This is an optimization exercise on Yosys and OpenROAD, whose aim is small area and a short achievable clock period, not a production implementation.
No run shown here included a check of the RTL's function; only the layout flow was run.

**design/flow/flow/run.sh**
```bash
#!/bin/bash
# Standard layout, but with plain buf_2 cells as the port buffers.
set -euo pipefail
bash standard.sh "BUFFER_PORTS_ARGS=-buffer_cell sky130_fd_sc_hd__buf_2" finish > orfs_flow.log 2>&1
```
**design/flow/standard.sh**
```bash
#!/bin/bash
# synth_recipe.tcl (not shown) runs the flow's synth.tcl, then flattens the netlist and writes it again
# the make line also repeats each setting of config.mk as NAME=value (left out here)
make -C /OpenROAD-flow-scripts/flow DESIGN_CONFIG=/design/flow/config.mk WORK_HOME=/design/flow/orfs CLKGATE_MAP_FILE= SYNTH_SCRIPT=/design/flow/synth_recipe.tcl "${@:-finish}"
```
**design/flow/config.mk**
```make
export PLATFORM = sky130hd
export DESIGN_NAME = calc
export DESIGN_NICKNAME = calc
export VERILOG_FILES = /design/flow/design.v
export SDC_FILE = /design/flow/constraint.sdc
export NUM_CORES = 4
export LEC_CHECK = 0
export CAP_MARGIN = 20
export CORE_MARGIN = 2
export CORE_UTILIZATION = 55
export SETUP_SLACK_MARGIN = 4
export SLEW_MARGIN = 20
```
**design/flow/constraint.sdc**
```tcl
create_clock -name core_clock -period 7.5 [get_ports {CLK}]
set_input_delay 1.5000 -clock core_clock [delete_from_list [all_inputs] [get_ports {CLK}]]
set_output_delay 1.5000 -clock core_clock [all_outputs]
set_load 0.01 [all_outputs]
```
**design/flow/design.v**
```verilog
module calc(out, decimal, CLK, RST, CE, plus, sub, multi, equal);
output [14:0] out;
input  [9:0]  decimal;
input  CLK, RST, CE, plus, sub, multi, equal;
reg [14:0] B, R;
reg [2:0]  cnt;
reg [1:0]  ope;    
reg        P;      
reg [14:2] Xr;                      
reg fy1, fy2, fyn;                  
reg [3:0] ff;                       
wire [3:0] d = decimal[9] ? 4'd9 : decimal[8] ? 4'd8 : decimal[7] ? 4'd7 :
               decimal[6] ? 4'd6 : decimal[5] ? 4'd5 : decimal[4] ? 4'd4 :
               decimal[3] ? 4'd3 : decimal[2] ? 4'd2 : decimal[1] ? 4'd1 : 4'd0;
wire digit = (decimal != 10'd0) && (cnt != 3'd7);
wire o_non = (ope == 2'b00), o_add = (ope == 2'b10), o_sub = (ope == 2'b11), o_mul = (ope == 2'b01);
wire o_as  = ope[1];
wire bx4 = (d == 4'd3) | (d == 4'd4) | (d == 4'd5);
wire bx8 = (d >= 4'd6);
wire by1 = (d == 4'd1) | (d == 4'd3) | (d == 4'd5) | (d == 4'd7) | (d == 4'd9);
wire by2 = (d == 4'd2) | (d == 4'd6);
wire byn = (d == 4'd3) | (d == 4'd6) | (d == 4'd7);
wire [3:0] f = o_mul ? 4'd0 : o_sub ? 4'd9 - d : d;
always @(posedge CLK) begin
    Xr  <= {((o_as | (o_mul & bx8)) ? B[11:0] : 12'd0) ^ {12{o_as}} |
            ((o_mul & bx4) ? B[12:1] : 12'd0),
            (o_mul & bx4 & B[0]) | f[2] | f[3]};
    fy1 <= o_as | (o_mul & by1);
    fy2 <= o_mul & by2;
    fyn <= o_as | (o_mul & byn);
    ff  <= {f[3], 1'b0, f[1] | f[3], f[0]};
end
wire fk  = o_add;                   
wire fci = o_add | (o_mul & fyn);   
wire [14:0] W = {R[11:0], fk, fk, fk};
wire [14:0] V = {R[13:0], fk};
wire [14:0] X = {Xr, ff[1], ff[0]};
wire [14:0] Y = ((fy1 ? B : 15'd0) | (fy2 ? {B[13:0], 1'b0} : 15'd0)) ^ {15{fyn}};
wire [14:0] s1 = W ^ V ^ X;
wire [14:0] c1 = {(W[13:0] & V[13:0]) | (W[13:0] & X[13:0]) | (V[13:0] & X[13:0]), ff[3]};
wire [14:0] s2 = s1 ^ c1 ^ Y;
wire [14:0] c2 = {(s1[13:0] & c1[13:0]) | (s1[13:0] & Y[13:0]) | (c1[13:0] & Y[13:0]), ff[3]};
wire [14:0] p = s2 ^ c2;
wire [15:0] g0 = {s2 & c2, fci};
wire [15:0] p0 = {p, 1'b0};
wire [15:0] g1 = g0 | ({p0[15:1], 1'b0} & {g0[14:0], 1'b0});
wire [15:0] p1 = {p0[15:1] & p0[14:0], p0[0]};
wire [15:0] g2 = g1 | ({p1[15:2], 2'b0} & {g1[13:0], 2'b0});
wire [15:0] p2 = {p1[15:2] & p1[13:0], p1[1:0]};
wire [15:0] g3 = g2 | ({p2[15:4], 4'b0} & {g2[11:0], 4'b0});
wire [15:0] p3 = {p2[15:4] & p2[11:0], p2[3:0]};
wire [15:0] g4 = g3 | ({p3[15:8], 8'b0} & {g3[7:0], 8'b0});
wire [14:0] C = g4[14:0];
wire opk    = plus | sub | multi;
wire useRe  = digit | plus | sub | ~(multi | equal | CE);    
wire useB   = ~useRe & ~multi & ~equal & CE & o_as;           
wire ldB    = ~digit & (opk | (equal & ~o_non));              
wire rS = useRe & P, rR = useRe & ~P;
wire bS = ldB & P,   bR = ldB & ~P;
wire [14:0] Rk = ({15{rR}} & R) | ({15{useB}} & B);
wire [14:0] Bk = ({15{bR}} & R) | ({15{~ldB}} & B);
wire [14:0] R0 = ({15{rS}} &  p) | Rk;
wire [14:0] R1 = ({15{rS}} & ~p) | Rk;
wire [14:0] B0 = ({15{bS}} &  p) | Bk;
wire [14:0] B1 = ({15{bS}} & ~p) | Bk;
wire [14:0] Rnext, Bnext;
genvar k;
generate for (k = 0; k < 15; k = k + 1) begin : nx
    assign Rnext[k] = C[k] ? R1[k] : R0[k];
    assign Bnext[k] = C[k] ? B1[k] : B0[k];
end endgenerate
always @(posedge CLK or negedge RST)
    if (!RST) begin
        B <= 0; R <= 0; cnt <= 0; ope <= 0; P <= 0;
    end else begin
        P <= digit;
        R <= Rnext;
        B <= Bnext;
        if (digit)
            cnt <= cnt + 3'd1;
        else if (opk | equal | CE)
            cnt <= 0;
        if (!digit) begin
            if (opk)
                ope <= plus ? 2'b10 : sub ? 2'b11 : 2'b01;
            else if (equal)
                ope <= 0;
        end
    end
assign out = B;
endmodule
```
==> results of run 1 <==
[repair_timing]
action,in CTS,in global routing
cloned,0,0
endpoints found under the setup margin,20,23
buffers inserted,4,8
pin swaps,1,10
gates resized for setup,10,28
[cell usage in the layout, fill, tap and decap left out, types with 15 or more instances in the layout]
cell / count
a21oi_1: 17
buf_2: 31
dfrtp_1: 28
dfxtp_1: 16
fa_1: 25
inv_1: 59
nand2_1: 39
nor2_1: 18
o21ai_0: 30
xnor2_1: 20
xor2_1: 15
[routing by layer]
layer  GRT usage (%)  vias to the layer above
met5               0                        -
met4           5.769                        0
met3           3.269                       11
met2           39.33                      100
met1           37.12                     1559
li1                -                     1583
[how the worst max path moves through the flow]
stage | startpoint | end | depth (start not counted)
final | ope[1] | R[13] | 13
after global routing | R[7] | R[14] | 10
after CTS | R[5] | R[13] | 12
after detailed placement | ope[1] | B[13] | 13
after global placement | ope[1] | R[13] | 13
after floorplan | fyn | B[13] | 13
[cells by family after synthesis]
group	count (synthesis)	share of synthesized area, %
adder cells (fa/ha/maj)	44	18.08
buffers and inverters	79	7.742
flip-flops	55	31.59
AND/OR/NAND/NOR	104	12.43
XOR/XNOR	36	7.773
AO/OA/AOI/OAI	115	19.80
multiplexers	10	2.591
[state kept, by name, indices dropped and copies added (netlist names)]
| name | flops |
|---|---|
| ff | 3 |
| fy1 | 1 |
| P | 1 |
| fy2 | 1 |
| R | 15 |
| cnt | 3 |
| ope | 2 |
| fyn | 1 |
| B | 15 |
| Xr | 13 |
[per-stage QoR]
stage / cells / hold slack, ns / util [%] / worst slack, ns
6_report: 577 / 0.5210 / 63.93 / 4.104
5_1_grt: 577 / 0.5602 / 63.93 / 3.994
4_1_cts: 569 / 0.5225 / 61.46 / 4.007
3_5_place_dp: 557 / 0.4924 / 59.31 / 3.550
3_3_place_gp: 557 / 0.4865 / 59.31 / 3.677
2_1_floorplan: 443 / 0.4637 / - / 4.002
[tightest hold or removal path: stages (launching register included)]
cell,delay (ns)
dfrtp_1,0.37
nand3_1,0.07
nand2_1,0.06
[layout make-up]
| class | count | area [µm²] |
|---|---|---|
| fill | 646 | 2603 |
| clock inverter | 3 | 33.78 |
| timing repair buffer | 45 | 260.3 |
| tap | 99 | 123.9 |
| multi-input combinational | 309 | 2589 |
| inverter | 61 | 231.5 |
| sequential | 55 | 1305 |
| clock buffer | 5 | 68.82 |
==> out/metrics.cfg, run 1 <==
[cts]
root_buffer = clkbuf_8
cts_buffers = 5
cts.hold.buffers_added = 0
cts_max_path_buffers = 2
cts_tree = done
clkLatencyLatePin_ns = 0.32
h-tree-depth = 2
path_clk_slew_ns = 0.12
cts_sinks = 55

[setup_path]
slowest_delay_ns = 0.51
critPathKind = reg -> reg
slowest_stage = dfrtp_4
rrSetupSlack_ns = 4.10
crit_buf_inv = 2
arrival_ns = 3.59
critPathLaunchType = register
crit_path_frequent_cell = inv_1
rr_startpoint = ope[1]
path_max_fanout = 4
required_ns = 7.70
worstRegToRegCells = 13
path_delay_family = adder cells
r2r-end = R[13]
crit_chain = nor2b_4 > maj3_1 > inv_1 > fa_1 > inv_1 > ha_1 > nand2_1 > nor2_1 > a211o_1 > a31o_1 > or3_4 > a31oi_4 > o21ai_1
crit_path_end_kind = register

[logic_synthesis]
synthFlopType = dfrtp_1
syn_area_um2 = 4056
yosysTopAreaCellShare_pct = 22.21
syn_area_per_cell_um2 = 9.157
seq_area_frac_synth_pct = 31.59
synth.distinct_cells = 53
yosys-top-cells-count = inv_1, nand2_1, dfrtp_1
yosysTopAreaCell = dfrtp_1
syn_inst = 443
ys_ff_latch = 55
ys_top_cells_by_area = dfrtp_1, fa_1, dfxtp_1, inv_1, ha_1
syn-num-nets = 502
synth_edf_count = 0
synth_most_common_cell = inv_1
async_flop_share_pct = 65.45
yosys_warnings = 1

[routing]
wl_met2_um = 4467
routed_wl_um = 9794
wire_per_inst_um = 16.97
dr.pass1.iters = 4
drt_iter0_drc = 148
dr_total_vias = 3253
drcViolationCount = 0
met1_length_um = 4729
ant_nets = 0
top_layer_used = met4
wl_met3_um = 489
avgViaCountPerCell = 5.638

[global_routing]
antenna_found_initial = 0
gr-total-overflow = 0
grt_max_degree = 37
grt_pass1_vias = 3178
grt_usage_pct = 24.99
grt_first_pass_wirelength_um = 16150

[floorplanning]
io_pins = 32
core_area_um2 = 7214
fp.dieArea_um2 = 8078
start_util_pct = 56.23
die_w_um = 89.88
row_count = 31
die_height_um = 89.88

[timing]
rsz0062_at_grt = false
skew_ns = 0.01512
relSlewSlack_pct = 28.53
fin_tns_setup_ns = 0
period_minus_slack_ns = 3.396
max_slew.worst_pin.slew_ns = 1.068
setup_viol = 0
slew_viol_final = 0
layout_worst_path_cycle_share_pct = 45.28
max_freq_mhz = 294.5
hold_violations = 0

[finish]
diodes = 0
stdcell_area_um2 = 4612
drive_gt1_share_pct = 19.25
nNetsFinal = 536
area_delta_synth_final_pct = 13.70

[placed_design]
placed_area_um2 = 4279
hpwl_um = 6759
gp_congestion = 0.8333
numPortBuffers = 31

[hold_path]
worst_hold_path.endpoint = cnt[1]
worstHoldPathCells = 2
hp-class = reg -> reg
hold_start = cnt[1]

[flow_run]
cap_violations = 0

[run_status]
status = complete, no violations

==> inputs of run 2 (changes only) <==
--- a/design/flow/config.mk
+++ b/design/flow/config.mk
@@ -10,3 +10,3 @@
 export CORE_UTILIZATION = 55
-export SETUP_SLACK_MARGIN = 4
+export SETUP_SLACK_MARGIN = 3.9
 export SLEW_MARGIN = 20
==> run 2 against run 1 <==
Compared with the run above: synthesized area did not move; clock skew rose by 0.0039 ns; cell count fell by 1.0%; sequential share of layout area rose by 0.66 points; register-to-register slack got worse by 0.10 ns; non-clock buffer count fell by 6; final area fell by 2.7%; highest routed layer unchanged; die area did not move; first-iteration DRC count rose by 11%; critical endpoint unchanged; clock-buffer cell count did not move; utilization fell by 1.8 points.
==> out/metrics.cfg, run 2 <==
[floorplanning]
core_area_um2 = 7214  ; unchanged
die_height_um = 89.88  ; unchanged
die_w_um = 89.88  ; unchanged
start_util_pct = 56.23  ; unchanged
fp.dieArea_um2 = 8078  ; unchanged
row_count = 31  ; unchanged
io_pins = 32  ; unchanged

[logic_synthesis]
synth_fa_ha_area_share_pct = 18.08  ; unchanged
synth_compound_area_share_pct = 19.80  ; unchanged
synth_edf_count = 0  ; unchanged
synth.distinct_cells = 53  ; unchanged
async_flop_share_pct = 65.45  ; unchanged
syn_area_per_cell_um2 = 9.157  ; unchanged
synth-simple-area-share_pct = 12.43  ; unchanged
syn_inst = 443  ; unchanged
synth_most_common_cell = inv_1
ys_top_cells_by_area = dfrtp_1, fa_1, dfxtp_1, inv_1, ha_1
yosysTopAreaCell = dfrtp_1
synthFlopType = dfrtp_1
yosysTopAreaCellShare_pct = 22.21  ; unchanged
synthMuxAreaShare_pct = 2.591  ; unchanged
yosys_warnings = 1  ; unchanged
syn-num-nets = 502  ; unchanged
synthXorXnorAreaFrac_pct = 7.773  ; unchanged
yosys-top-cells-count = inv_1, nand2_1, dfrtp_1
synth_top_family_by_area = compound AO/OA/AOI/OAI gates
seq_area_frac_synth_pct = 31.59  ; unchanged
ys_ff_latch = 55  ; unchanged
syn_area_um2 = 4056  ; unchanged

[setup_path]
crit_path_end_kind = register
required_ns = 7.70  ; about the same
path_max_fanout = 3  ; -1
critPathLaunchType = register
critPathKind = reg -> reg
worstRegToRegCells = 12  ; -1
arrival_ns = 3.70  ; +0.11 ns

[cts]
cts_max_path_buffers = 2  ; unchanged
root_buffer = clkbuf_8
cts_tree = done
path_clk_slew_ns = 0.12  ; about the same
h-tree-depth = 2  ; unchanged
cts_buffers = 5  ; unchanged
cts_sinks = 55  ; unchanged
clkLatencyLatePin_ns = 0.32  ; about the same

[timing]
setup_viol = 0  ; unchanged
fin_tns_setup_ns = 0  ; unchanged
layout_worst_path_cycle_share_pct = 46.67  ; +1.4 points
hold_violations = 0  ; unchanged
max_slew.worst_pin.slew_ns = 1.063  ; -0.004772 ns
period_minus_slack_ns = 3.501  ; +0.1049 ns
slew_viol_final = 0  ; unchanged
max_freq_mhz = 285.7  ; -3.0%
skew_ns = 0.01907  ; +0.003949 ns
relSlewSlack_pct = 28.85  ; +0.32 points
rsz0062_at_grt = false

[global_routing]
grt_first_pass_wirelength_um = 16000  ; -0.90%
grt_usage_pct = 24.72  ; -0.27 points
antenna_found_initial = 0  ; unchanged
grt_pass1_vias = 3153  ; -0.79%
grt_max_degree = 37  ; unchanged
gr-total-overflow = 0  ; unchanged

[run_status]
status = complete, no violations

[placed_design]
placed_area_um2 = 4279  ; unchanged
gp_congestion = 0.8333  ; unchanged
numPortBuffers = 31  ; unchanged
hpwl_um = 6759  ; unchanged

[routing]
drcViolationCount = 0  ; unchanged
wire_per_inst_um = 16.58  ; -2.3%
ant_nets = 0  ; unchanged
avgViaCountPerCell = 5.581  ; -1.0%
routed_wl_um = 9468  ; -3.3%
drt_iter0_drc = 164  ; +11%
dr_total_vias = 3187  ; -2.0%
dr.pass1.iters = 5  ; +1

[finish]
final_common_cell = inv_1
stdcell_area_um2 = 4486  ; -2.7%
nNetsFinal = 530  ; -1.1%
drive_gt1_share_pct = 16.10  ; -3.1 points
layout_common_cells = inv_1, nand2_1, o21ai_0
area_delta_synth_final_pct = 10.58
diodes = 0  ; unchanged
top_regs = B (15), R (15), Xr (13)

[hold_path]
worstHoldPathCells = 2  ; unchanged
hp-class = reg -> reg

[flow_run]
cap_violations = 0  ; unchanged

[run 2: changes by cell type in the layout (fill, tap and decap cells not counted), moves of 2 or more]
cell     change
o21ai_1      -4
dfrtp_1      +3
ha_1         +2
o21ai_0      +4
buf_4        -6
ha_4         -3
dfrtp_2      -3
a31oi_4      -2
[run 2: path summary, 6_finish.rpt]
check	start	end	slack [ns]
setup / recovery	R[2]	R[13]	4.00
hold / removal	cnt[1]	cnt[1]	0.52
setup reg to reg	R[2]	R[13]	4.00
hold reg to reg	cnt[1]	cnt[1]	0.52
max in group asynchronous	RST	ope[1]	5.63
min in group asynchronous	RST	B[11]	1.26
[run 2: kinds of logic after synthesis]
kind of cell / after synthesis
AO/OA/AOI/OAI: 115
XOR/XNOR: 36
adder cells (fa/ha/maj): 44
buffers and inverters: 79
flip-flops: 55
multiplexers: 10
AND/OR/NAND/NOR: 104
[run 2: layer usage]
metal	track usage, %	wire, µm	vias up
met1	37.09	4697	1517
met4	6.410	118	0
met5	0	0	-
li1	-	-	1565
met2	38.32	4200	95
met3	3.018	452	10
[run 2: final cells by class]
class	count	area [µm²]
Clock buffer	5	68.82
Clock inverter	3	33.78
Fill cell	661	2729
Inverter	61	231.5
Multi-Input combinational cell	309	2514
Sequential cell	55	1299
Tap cell	99	123.9
Timing Repair Buffer	39	215.2
[run 2: repair_timing]
item	in CTS	in global routing
setup endpoints to repair	18	18
pin swaps	0	4
setup buffers	1	5
hold buffers	0	0
gates resized for setup	7	13
[run 2: metrics by stage]
step,hold slack (ns),cells,setup slack [ns],utilization [%]
3_5_place_dp,0.4924,557,3.550,59.31
4_1_cts,0.5225,566,3.914,61.05
5_1_grt,0.5599,571,3.895,62.17
2_1_floorplan,0.4637,443,4.002,-
3_3_place_gp,0.4865,557,3.677,59.31
6_report,0.5212,571,3.999,62.17
[run 2: critical path, cell delays in order (launching register included)]
cell and delay [ns]:
dfrtp_1 0.45, fa_1 0.56, inv_1 0.05, fa_1 0.48
inv_1 0.05, ha_1 0.32, a21oi_1 0.19, o21ai_2 0.10
a211o_1 0.29, a31o_1 0.26, or3_1 0.33, a31oi_2 0.23
o21ai_1 0.08
==> inputs of run 3 (changes only) <==
--- a/design/flow/design.v
+++ b/design/flow/design.v
@@ -42,13 +42,3 @@
 wire [14:0] c2 = {(s1[13:0] & c1[13:0]) | (s1[13:0] & Y[13:0]) | (c1[13:0] & Y[13:0]), ff[3]};
-wire [14:0] p = s2 ^ c2;
-wire [15:0] g0 = {s2 & c2, fci};
-wire [15:0] p0 = {p, 1'b0};
-wire [15:0] g1 = g0 | ({p0[15:1], 1'b0} & {g0[14:0], 1'b0});
-wire [15:0] p1 = {p0[15:1] & p0[14:0], p0[0]};
-wire [15:0] g2 = g1 | ({p1[15:2], 2'b0} & {g1[13:0], 2'b0});
-wire [15:0] p2 = {p1[15:2] & p1[13:0], p1[1:0]};
-wire [15:0] g3 = g2 | ({p2[15:4], 4'b0} & {g2[11:0], 4'b0});
-wire [15:0] p3 = {p2[15:4] & p2[11:0], p2[3:0]};
-wire [15:0] g4 = g3 | ({p3[15:8], 8'b0} & {g3[7:0], 8'b0});
-wire [14:0] C = g4[14:0];
+wire [14:0] S = s2 + c2 + {14'd0, fci};
 wire opk    = plus | sub | multi;
@@ -59,14 +49,6 @@
 wire bS = ldB & P,   bR = ldB & ~P;
-wire [14:0] Rk = ({15{rR}} & R) | ({15{useB}} & B);
-wire [14:0] Bk = ({15{bR}} & R) | ({15{~ldB}} & B);
-wire [14:0] R0 = ({15{rS}} &  p) | Rk;
-wire [14:0] R1 = ({15{rS}} & ~p) | Rk;
-wire [14:0] B0 = ({15{bS}} &  p) | Bk;
-wire [14:0] B1 = ({15{bS}} & ~p) | Bk;
-wire [14:0] Rnext, Bnext;
-genvar k;
-generate for (k = 0; k < 15; k = k + 1) begin : nx
-    assign Rnext[k] = C[k] ? R1[k] : R0[k];
-    assign Bnext[k] = C[k] ? B1[k] : B0[k];
-end endgenerate
+wire [14:0] Ro = rR ? R : useB ? B : 15'd0;
+wire [14:0] Bo = bR ? R : B;
+wire [14:0] Rnext = rS ? S : Ro;
+wire [14:0] Bnext = bS ? S : Bo;
 always @(posedge CLK or negedge RST)
==> run 3 against run 2 <==
Compared with the run above: synthesized area increased by 2.7%; utilization up 0.99 points; register-to-register slack is essentially flat; cell count rose by 6.0%; critical path depth is 1 lower; critical path type unchanged; worst hold slack lost 0.022 ns; synthesized cell count up 8.6%; routed wire length grew 11%; via count grew 11%; still clean on timing, DRC and antenna.
==> out/metrics.cfg, run 3 <==
[setup_path]
path_max_fanout = 12  ; +9
slowest_delay_ns = 0.62  ; +0.06 ns
rr_startpoint = ope[0]
crit_path_end_kind = register
rrSetupSlack_ns = 4.01  ; about the same
critPathKind = reg -> reg
arrival_ns = 3.70  ; about the same
required_ns = 7.70  ; about the same
slowest_stage = fa_1
r2r-end = B[13]
crit_chain = nor2_4 > xnor2_1 > fa_1 > inv_1 > ha_1 > nor2b_1 > o2111ai_1 > a21oi_2 > o41a_1 > a211o_1 > a22o_1
worstRegToRegCells = 11  ; -1
critPathLaunchType = register

[floorplanning]
die_height_um = 91.04  ; +1.3%
io_pins = 32  ; unchanged
start_util_pct = 57.14  ; +0.91 points
die_w_um = 91.04  ; +1.3%
fp.dieArea_um2 = 8287  ; +2.6%
core_area_um2 = 7292  ; +1.1%
row_count = 31  ; unchanged

[finish]
drive_gt1_share_pct = 13.04  ; -3.1 points
area_delta_synth_final_pct = 10.54  ; about the same
layout_common_cells = inv_1, nand2_1, nor2_1, o21ai_0, a21oi_1
fill_cells = 672  ; +1.7%
stdcell_area_um2 = 4606  ; +2.7%
nNetsFinal = 565  ; +6.6%
top_regs = B (15), R (15), Xr (13)
fin_util_pct = 63.16  ; +0.99 points
final_common_cell = inv_1
diodes = 0  ; unchanged

[timing]
slew_viol_final = 0  ; unchanged
rsz0062_at_grt = false
relSlewSlack_pct = 31.32  ; +2.5 points
setup_viol = 0  ; unchanged
max_slew.worst_pin.slew_ns = 1.030  ; -0.03305 ns
skew_ns = 0.01129  ; -0.007776 ns
period_minus_slack_ns = 3.491  ; -0.009100 ns
layout_worst_path_cycle_share_pct = 46.55  ; -0.12 points
hold_violations = 0  ; unchanged
max_freq_mhz = 286.4  ; +0.26%
fin_tns_setup_ns = 0  ; unchanged

[run_status]
status = complete, no violations

[hold_path]
worst_hold_path.endpoint = cnt[0]
worstHoldPathCells = 1  ; -1
hold_start = cnt[0]
hp-class = reg -> reg

[global_routing]
antenna_found_initial = 0  ; unchanged
grt_max_degree = 37  ; unchanged
grt_usage_pct = 26.89  ; +2.2 points
grt_first_pass_wirelength_um = 17620  ; +10%
gr-total-overflow = 0  ; unchanged
grt_pass1_vias = 3485  ; +11%

[logic_synthesis]
seq_area_frac_synth_pct = 30.75  ; -0.83 points
syn_area_per_cell_um2 = 8.662  ; -5.4%
syn_inst = 481  ; +8.6%
yosys_warnings = 1  ; unchanged
syn-num-nets = 541  ; +7.8%
async_flop_share_pct = 65.45  ; unchanged
synth_edf_count = 0  ; unchanged
synthFlopType = dfrtp_1
synth_most_common_cell = inv_1
syn_area_um2 = 4166  ; +2.7%
yosysTopAreaCellShare_pct = 21.62  ; -0.59 points
yosysTopAreaCell = dfrtp_1
ys_top_cells_by_area = dfrtp_1, fa_1, dfxtp_1, o21ai_0, inv_1
yosys-top-cells-count = inv_1, nand2_1, nor2_1
ys_ff_latch = 55  ; unchanged
synth.distinct_cells = 48  ; -9.4%

[cts]
cts_max_path_buffers = 2  ; unchanged
cts_sinks = 55  ; unchanged
cts_buffers = 5  ; unchanged
cts_tree = done
clkLatencyLatePin_ns = 0.31  ; about the same
cts.hold.buffers_added = 0  ; unchanged
h-tree-depth = 2  ; unchanged
path_clk_slew_ns = 0.11  ; about the same
root_buffer = clkbuf_8

[routing]
drcViolationCount = 0  ; unchanged
dr.pass1.iters = 5  ; unchanged
routed_wl_um = 10540  ; +11%
ant_nets = 0  ; unchanged
wire_per_inst_um = 17.43  ; +5.1%
drt_iter0_drc = 243  ; +48%
avgViaCountPerCell = 5.828  ; +4.4%
dr_total_vias = 3526  ; +11%

[placed_design]
placed_area_um2 = 4399  ; +2.8%
hpwl_um = 7597  ; +12%
numPortBuffers = 31  ; unchanged
gp_congestion = 0.8920  ; +7.0%

[flow_run]
cap_violations = 0  ; unchanged

-- run 3: how the worst max path moves through the flow --
stage | startpoint | end | slack (ns) | cells after the start
after floorplan | ope[1] | B[13] | 3.95 | 14
after global placement | ope[1] | B[13] | 3.53 | 13
after detailed placement | ope[1] | B[14] | 3.43 | 13
after CTS | ope[0] | B[13] | 3.89 | 12
after global routing | B[0] | R[6] | 3.89 | 11
final | ope[0] | B[13] | 4.01 | 11
-- run 3: cell families after synthesis --
family                   count (synthesis)  share of synthesized area (%)
flip-flops                              55                          30.75
adder cells (fa/ha/maj)                 43                          17.78
buffers and inverters                   74                          6.727
AO/OA/AOI/OAI                          141                          21.68
multiplexers                            12                          2.943
XOR/XNOR                                30                          6.306
AND/OR/NAND/NOR                        126                          13.81
-- run 3: metal layers --
layer	track usage, %	up-vias	part of all wire, %	routed length [µm]
met2	43.27	118	46	4810
met5	0	-	0	0
li1	-	1701	-	-
met3	4.979	11	7.1	750
met4	5.303	0	0.96	101
met1	38.25	1696	46	4881
-- run 3: timing repair --
item / in CTS / in global routing
pin swaps: 0 / 1
endpoints found under the setup margin: 20 / 19
buffers inserted: 2 / 2
gates resized for setup: 9 / 11
-- run 3: through the flow --
step,cells,worst slack (ns),hold slack [ns]
CTS,603,3.889,0.5084
floorplan,481,3.955,0.4550
detailed placement,593,3.435,0.4922
finish,605,4.009,0.4994
global placement,593,3.534,0.4726
global route,605,3.894,0.5356
-- run 3: worst max-delay path: cells and delay by family (launching register included) --
| kind | cells | cell delay [ns] |
|---|---|---|
| AOI/OAI and AO/OA | 5 | 1.40 |
| xor gates and xnor gates | 1 | 0.13 |
| adders and majority gates | 2 | 0.88 |
| buffers and inverters | 1 | 0.06 |
| DFF | 1 | 0.51 |
| and+or+nand+nor | 2 | 0.39 |
-- run 3: layout make-up --
type	instances	area, µm²	share of cell area [%]
clock buffer	5	68.82	1.494
clock inverter	3	47.55	1.032
inverter	54	202.7	4.401
multi-input combinational	352	2665	57.86
sequential	55	1297	28.17
tap	99	123.9	2.689
timing repair buffer	37	200.2	4.347
==> inputs of run 4 (changes only) <==
--- a/design/flow/design.v
+++ b/design/flow/design.v
@@ -49,6 +49,4 @@
 wire bS = ldB & P,   bR = ldB & ~P;
-wire [14:0] Ro = rR ? R : useB ? B : 15'd0;
-wire [14:0] Bo = bR ? R : B;
-wire [14:0] Rnext = rS ? S : Ro;
-wire [14:0] Bnext = bS ? S : Bo;
+wire [14:0] Rnext = ({15{rS}} & S) | ({15{rR}} & R) | ({15{useB}} & B);
+wire [14:0] Bnext = ({15{bS}} & S) | ({15{bR}} & R) | ({15{~ldB}} & B);
 always @(posedge CLK or negedge RST)
==> run 4 against run 3 <==
Compared with the run above: first-iteration DRC count shrank 6.6%; synthesized area grew 2.5%; still clean; critical path depth grew 1; highest routed layer unchanged.
==> out/metrics.cfg, run 4 <==
[routing]
drt_iter0_drc = 227  ; -6.6%
wl_met3_um = 573  ; -24%
met1_length_um = 4794  ; -1.8%
wl_met2_um = 4941  ; +2.7%
dr_total_vias = 3457  ; -2.0%
dr.pass1.iters = 5  ; unchanged
top_layer_used = met4
ant_nets = 0  ; unchanged
routed_wl_um = 10500  ; -0.41%
wire_per_inst_um = 17.50  ; +0.42%
drcViolationCount = 0  ; unchanged
avgViaCountPerCell = 5.762  ; -1.1%

[placed_design]
pre_cts_slack_ns = 3.519  ; +0.08389 ns
gp_congestion = 0.8793  ; -1.4%
numPortBuffers = 31  ; unchanged
hpwl_um = 7701  ; +1.4%

[logic_synthesis]
syn_area_um2 = 4269  ; +2.5%
syn-num-nets = 529  ; -2.2%
synth.distinct_cells = 56  ; +17%
ys_ff_latch = 55  ; unchanged
synthFlopType = dfrtp_1
yosys_warnings = 1  ; unchanged
seq_area_frac_synth_pct = 30.01  ; -0.74 points
synth_edf_count = 0  ; unchanged
yosys-top-cells-count = inv_1, nand2_1, dfrtp_1
async_flop_share_pct = 65.45  ; unchanged
syn_inst = 469  ; -2.5%
ys_top_cells_by_area = dfrtp_1, fa_1, dfxtp_1, inv_1, ha_1
syn_area_per_cell_um2 = 9.103  ; +5.1%
yosysTopAreaCellShare_pct = 21.10  ; -0.52 points
yosysTopAreaCell = dfrtp_1
synth_most_common_cell = inv_1

[setup_path]
crit_path_end_kind = register
arrival_ns = 3.66  ; -0.04 ns
rrSetupSlack_ns = 4.05  ; +0.05 ns
path_max_fanout = 5  ; -7
r2r-end = B[8]
crit_end = B[8]
worstRegToRegCells = 12  ; +1
critPathLaunchType = register
rr_startpoint = B[0]
crit_path_start = B[0]
required_ns = 7.72  ; +0.02 ns
critPathKind = reg -> reg

[cts]
h-tree-depth = 2  ; unchanged
path_clk_slew_ns = 0.11  ; about the same
cts_max_path_buffers = 2  ; unchanged
cts_buffers = 5  ; unchanged
cts_tree = done
cts.hold.buffers_added = 0  ; unchanged
cts_sinks = 55  ; unchanged
root_buffer = clkbuf_8
clkLatencyLatePin_ns = 0.32  ; about the same

[timing]
skew_ns = 0.007383  ; -0.003909 ns
relSlewSlack_pct = 34.70  ; +3.4 points
fin_tns_setup_ns = 0  ; unchanged
period_minus_slack_ns = 3.445  ; -0.04612 ns
rsz0062_at_grt = false
max_slew.worst_pin.slew_ns = 0.9759  ; -0.05433 ns
slew_viol_final = 0  ; unchanged
setup_viol = 0  ; unchanged
layout_worst_path_cycle_share_pct = 45.94  ; -0.61 points
hold_ws_ns = 0.5020  ; +0.002638 ns
finalWorstSetupSlack_ns = 4.055  ; +0.04612 ns
max_freq_mhz = 290.3  ; +1.3%
hold_violations = 0  ; unchanged

[floorplanning]
die_w_um = 92.10  ; +1.2%
core_area_um2 = 7607  ; +4.3%
fp.dieArea_um2 = 8482  ; +2.4%
io_pins = 32  ; unchanged
start_util_pct = 56.12  ; -1.0 points
row_count = 32  ; +3.2%
die_height_um = 92.10  ; +1.2%

[global_routing]
grt_pass1_vias = 3364  ; -3.5%
gr-total-overflow = 0  ; unchanged
grt_first_pass_wirelength_um = 17220  ; -2.2%
antenna_found_initial = 0  ; unchanged
grt_max_degree = 37  ; unchanged
grt_usage_pct = 26.22  ; -0.67 points

[run_status]
status = complete, no violations

[finish]
fill_cells = 698  ; +3.9%
top_regs = B (15), R (15), Xr (13)
layout_common_cells = inv_1, nand2_1, dfrtp_1
diodes = 0  ; unchanged
final_common_cell = inv_1
fin_util_pct = 61.41  ; -1.7 points
area_delta_synth_final_pct = 9.437
drive_gt1_share_pct = 14.26  ; +1.2 points
nNetsFinal = 557  ; -1.4%

[hold_path]
hp-class = reg -> reg

[flow_run]
cap_violations = 0  ; unchanged

run 4: per-stage QoR:
stage | instances | instance area [µm²]
after floorplan | 469 | 4269
after global placement | 584 | 4464
after detailed placement | 584 | 4464
after CTS | 592 | 4577
after global routing | 600 | 4672
final | 600 | 4672
run 4: how the worst min path moves through the flow:
stage	from	to	slack [ns]	depth (start not counted)
final	cnt[0]	cnt[0]	0.50	1
after global routing	cnt[0]	cnt[0]	0.52	1
after CTS	cnt[0]	cnt[0]	0.51	1
after detailed placement	cnt[0]	cnt[0]	0.50	1
after global placement	cnt[0]	cnt[0]	0.47	1
after floorplan	cnt[0]	cnt[0]	0.45	1
run 4: routing by layer:
metal,up-vias,global-route usage [%]
met5,-,0
met4,0,7.711
met3,13,2.794
met2,112,42.71
met1,1655,37.10
li1,1677,-
run 4: logic make-up after synthesis:
kind of cell    synth area share, %
compound gates                22.89
xor+xnor                      7.386
fa+ha+maj                     17.82
buf+inv                       7.854
flops                         30.01
mux                           1.407
simple gates                  12.63
run 4: final cells by class:
type                    count  area (µm²)  share of cell area, %
flip-flops and latches     55        1295                  27.72
well taps                 102       127.6                  2.732
inverters                  62       232.7                  4.981
multi-input cells         332        2693                  57.63
clock inverters             3       25.02                 0.5356
repair buffers             41       230.2                  4.928
clock buffers               5       68.82                  1.473
run 4: critical path: stages (launching register included):
cell and delay (ns):
dfrtp_2 0.46, nand2_1 0.09, xnor2_1 0.13, fa_1 0.47, fa_2 0.38, fa_1 0.48
a21oi_2 0.20, o22ai_2 0.13, o32ai_2 0.34, buf_4 0.18, xor2_1 0.18, a211oi_1 0.10
a21o_1 0.19
run 4: repair_timing:
item	in CTS	in global routing
resized for setup	7	11
buffers inserted	0	8
pin swaps	0	3
endpoints found under the setup margin	14	15
==> inputs of run 5 (changes only) <==
--- a/design/flow/design.v
+++ b/design/flow/design.v
@@ -49,4 +49,7 @@
 wire bS = ldB & P,   bR = ldB & ~P;
-wire [14:0] Rnext = ({15{rS}} & S) | ({15{rR}} & R) | ({15{useB}} & B);
-wire [14:0] Bnext = ({15{bS}} & S) | ({15{bR}} & R) | ({15{~ldB}} & B);
+wire [14:0] Ro = rR ? R : useB ? B : 15'd0;
+wire [14:0] Bo = bR ? R : B;
+wire [14:0] Rnext, Bnext;
+mux15 u_rn (.s(rS), .a(S), .b(Ro), .y(Rnext));
+mux15 u_bn (.s(bS), .a(S), .b(Bo), .y(Bnext));
 always @(posedge CLK or negedge RST)
@@ -71 +74,7 @@
 endmodule
+module mux15(s, a, b, y);
+input s;
+input [14:0] a, b;
+output [14:0] y;
+assign y = s ? a : b;
+endmodule
--- a/design/flow/config.mk
+++ b/design/flow/config.mk
@@ -12 +12,3 @@
 export SLEW_MARGIN = 20
+export SYNTH_HIERARCHICAL = 1
+export SYNTH_MINIMUM_KEEP_SIZE = 0
==> run 5 against run 4 <==
Compared with the run above: synthesized cell count fell by 6.6%; routed wire length shrank 5.9%; utilization shrank 0.13 points; via count shrank 6.9%; cell count shrank 5.3%; largest cell class unchanged; critical path depth is 4 lower; synthesized area up 4.5%.
==> out/metrics.cfg, run 5 <==
[run_status]
status = complete, no violations

[hold_path]
hold_start = cnt[0]
worstHoldPathCells = 1  ; unchanged
worst_hold_path.endpoint = cnt[0]
hp-class = reg -> reg

[logic_synthesis]
seq_area_frac_synth_pct = 28.72  ; -1.3 points
yosysTopAreaCell = dfrtp_1
yosys_warnings = 7  ; +6
syn_area_um2 = 4461  ; +4.5%
yosys-top-cells-count = inv_1, dfrtp_1, nor2_1
ys_ff_latch = 55  ; unchanged
async_flop_share_pct = 65.45  ; unchanged
syn_area_per_cell_um2 = 10.18  ; +12%
synthFlopType = dfrtp_1
synth_edf_count = 0  ; unchanged
ys_top_cells_by_area = dfrtp_1, fa_1, mux2_4, dfxtp_1, inv_1
synth.distinct_cells = 47  ; -16%
syn_inst = 438  ; -6.6%
syn-num-nets = 498  ; -5.9%
yosysTopAreaCellShare_pct = 20.20  ; -0.91 points
synth_most_common_cell = inv_1

[global_routing]
grt_first_pass_wirelength_um = 16120  ; -6.4%
grt_pass1_vias = 3198  ; -4.9%
grt_max_degree = 37  ; unchanged
antenna_found_initial = 0  ; unchanged
grt_usage_pct = 23.64  ; -2.6 points
gr-total-overflow = 0  ; unchanged

[finish]
final_common_cell = inv_1
drive_gt1_share_pct = 23.18  ; +8.9 points
layout_common_cells = inv_1, dfrtp_1, nor2_1
nNetsFinal = 525  ; -5.7%
area_delta_synth_final_pct = 7.265
diodes = 0  ; unchanged
stdcell_area_um2 = 4785  ; +2.4%
top_regs = B (15), R (15), Xr (13)

[placed_design]
placed_area_um2 = 4643  ; +4.0%
hpwl_um = 7096  ; -7.9%
numPortBuffers = 31  ; unchanged
gp_congestion = 0.8655  ; -1.6%

[timing]
slew_viol_final = 0  ; unchanged
max_freq_mhz = 290.7  ; +0.16%
relSlewSlack_pct = 40.20  ; +5.5 points
hold_ws_ns = 0.4922  ; -0.009808 ns
max_slew.worst_pin.slew_ns = 0.8940  ; -0.08188 ns
layout_worst_path_cycle_share_pct = 45.86  ; -0.074 points
rsz0062_at_grt = false
fin_tns_setup_ns = 0  ; unchanged
period_minus_slack_ns = 3.440  ; -0.005550 ns
setup_viol = 0  ; unchanged
hold_violations = 0  ; unchanged
skew_ns = 0.01023  ; +0.002846 ns

[cts]
path_clk_slew_ns = 0.10  ; about the same
root_buffer = clkbuf_8
cts_sinks = 55  ; unchanged
cts_tree = done
cts_buffers = 5  ; unchanged
clkLatencyLatePin_ns = 0.31  ; about the same
h-tree-depth = 2  ; unchanged
cts_max_path_buffers = 2  ; unchanged

[routing]
avgViaCountPerCell = 5.664  ; -1.7%
ant_nets = 0  ; unchanged
wire_per_inst_um = 17.39  ; -0.61%
dr_total_vias = 3217  ; -6.9%
drcViolationCount = 0  ; unchanged
dr.pass1.iters = 4  ; -1
drt_iter0_drc = 99  ; -56%
routed_wl_um = 9879  ; -5.9%

[setup_path]
critPathLaunchType = primary input
critPathKind = in -> reg
arrival_ns = 3.64  ; -0.02 ns
worstRegToRegCells = 12  ; unchanged
crit_path_end_kind = register
required_ns = 7.70  ; -0.02 ns
rr_startpoint = R[1]
path_max_fanout = 15  ; +10
rrSetupSlack_ns = 4.10  ; +0.05 ns
r2r-end = B[14]

[floorplanning]
die_height_um = 94.06  ; +2.1%
start_util_pct = 57.13  ; +1.0 points
core_area_um2 = 7807  ; +2.6%
die_w_um = 94.06  ; +2.1%
fp.dieArea_um2 = 8846  ; +4.3%
row_count = 32  ; unchanged
io_pins = 32  ; unchanged

[flow_run]
cap_violations = 0  ; unchanged

[run 5: cell types whose count changed in the layout (fill, tap and decap cells not counted), moves of 11 or more]
cell,before,now
o21ai_0,32,17
mux2_4,0,30
mux2_2,0,15
nand2_1,41,21
a22o_1,0,15
a22oi_1,25,14
[run 5: cells by family after synthesis]
family / Yosys count / share of synthesized area (%)
AND/OR/NAND/NOR: 74 / 7.910
flip-flops: 55 / 28.72
adder cells (fa/ha/maj): 43 / 16.61
multiplexers: 47 / 14.33
AO/OA/AOI/OAI: 104 / 17.31
XOR/XNOR: 35 / 6.873
buffers and inverters: 80 / 8.247
[run 5: how the worst max path moves through the flow]
stage | start | to | slack, ns | cells past startpoint
2_1_floorplan | ope[1] | B[14] | 3.98 | 14
5_1_grt | ope[1] | B[13] | 3.89 | 14
6_report | decimal[9] | B[3] | 4.06 | 8
4_1_cts | fyn | B[14] | 3.90 | 12
3_3_place_gp | ope[1] | B[13] | 3.54 | 14
3_5_place_dp | ope[1] | R[14] | 3.39 | 13
[run 5: metal layers]
layer | track usage, % | vias to the layer above | wire (µm)
met5 | 0 | - | 0
met3 | 2.648 | 12 | 383
met1 | 32.12 | 1575 | 4586
met4 | 6.643 | 0 | 189
li1 | - | 1550 | -
met2 | 39.94 | 80 | 4719
[run 5: layout make-up]
type | instances | area [µm²]
fillers | 681 | 3023
multi-input cells | 303 | 2839
flip-flops and latches | 55 | 1292
inverters | 62 | 236.5
repair buffers | 38 | 207.7
well taps | 102 | 127.6
clock buffers | 7 | 76.32
clock inverters | 1 | 5.005
[run 5: critical path, stage by stage]
cell	delay (ns)
buf_2	0.12
or2_4	0.27
nor3_4	0.18
a41oi_4	0.27
a21o_4	0.29
nor2_8	0.35
mux2_2	0.38
mux2_4	0.26
[run 5: per-stage QoR]
step / cells / utilization [%] / setup WS, ns
3_5_place_dp: 557 / 59.47 / 3.392
2_1_floorplan: 438 / - / 3.979
4_1_cts: 566 / 60.85 / 3.902
5_1_grt: 568 / 61.28 / 3.893
6_report: 568 / 61.28 / 4.060
3_3_place_gp: 557 / 59.47 / 3.539
[run 5: Yosys stat by module (local to each module, per instance)]
module  cell area (µm²)  times used  cells inside
mux15             237.7           2            17
calc               3985           1           404
[run 5: timing repair]
action	4_1_cts	5_1_grt
hold buffers	0	0
gates resized for setup	8	5
setup endpoints to repair	20	16
buffers inserted	1	2

-- static timing again, ports no longer ideal --
No port has a modelled driver above. Below, the same layouts with a new extraction and two added sets of constraints.
Step 1 assumes that a clkbuf_16 drives the clock port and a buf_2 every other input.
Step 2 moves the port delays by t, midway between the first and last clock arrival at a register: inputs arrive t later, outputs are due t later. That takes back most of the time a late clock gives input paths.
Three values: ideal, step 1, step 2; two values: the first two.
run | shift t [ns] | setup WS [ns] | hold slack, ns | latest minus earliest clock arrival (ns) | worst register clock-pin slew, ns
run 1 | 0.343 | 4.104 / 4.104 / 3.987 | 0.521 / 0.521 / 0.521 | 0.015 / 0.015 | 0.12 / 0.12
run 2 | 0.341 | 3.999 / 3.999 / 3.955 | 0.521 / 0.521 / 0.521 | 0.019 / 0.019 | 0.12 / 0.12
run 3 | 0.342 | 4.009 / 4.009 / 3.831 | 0.499 / 0.499 / 0.499 | 0.011 / 0.011 | 0.11 / 0.11
run 4 | 0.347 | 4.055 / 4.055 / 3.850 | 0.502 / 0.502 / 0.502 | 0.008 / 0.008 | 0.11 / 0.11
run 5 | 0.339 | 4.060 / 4.071 / 3.732 | 0.492 / 0.492 / 0.492 | 0.010 / 0.011 | 0.10 / 0.10
After both steps setup and hold are still met in every run listed. The setup slack of run 5, which loses most, moves by +0.011 ns with the drivers and by -0.328 ns with both steps.
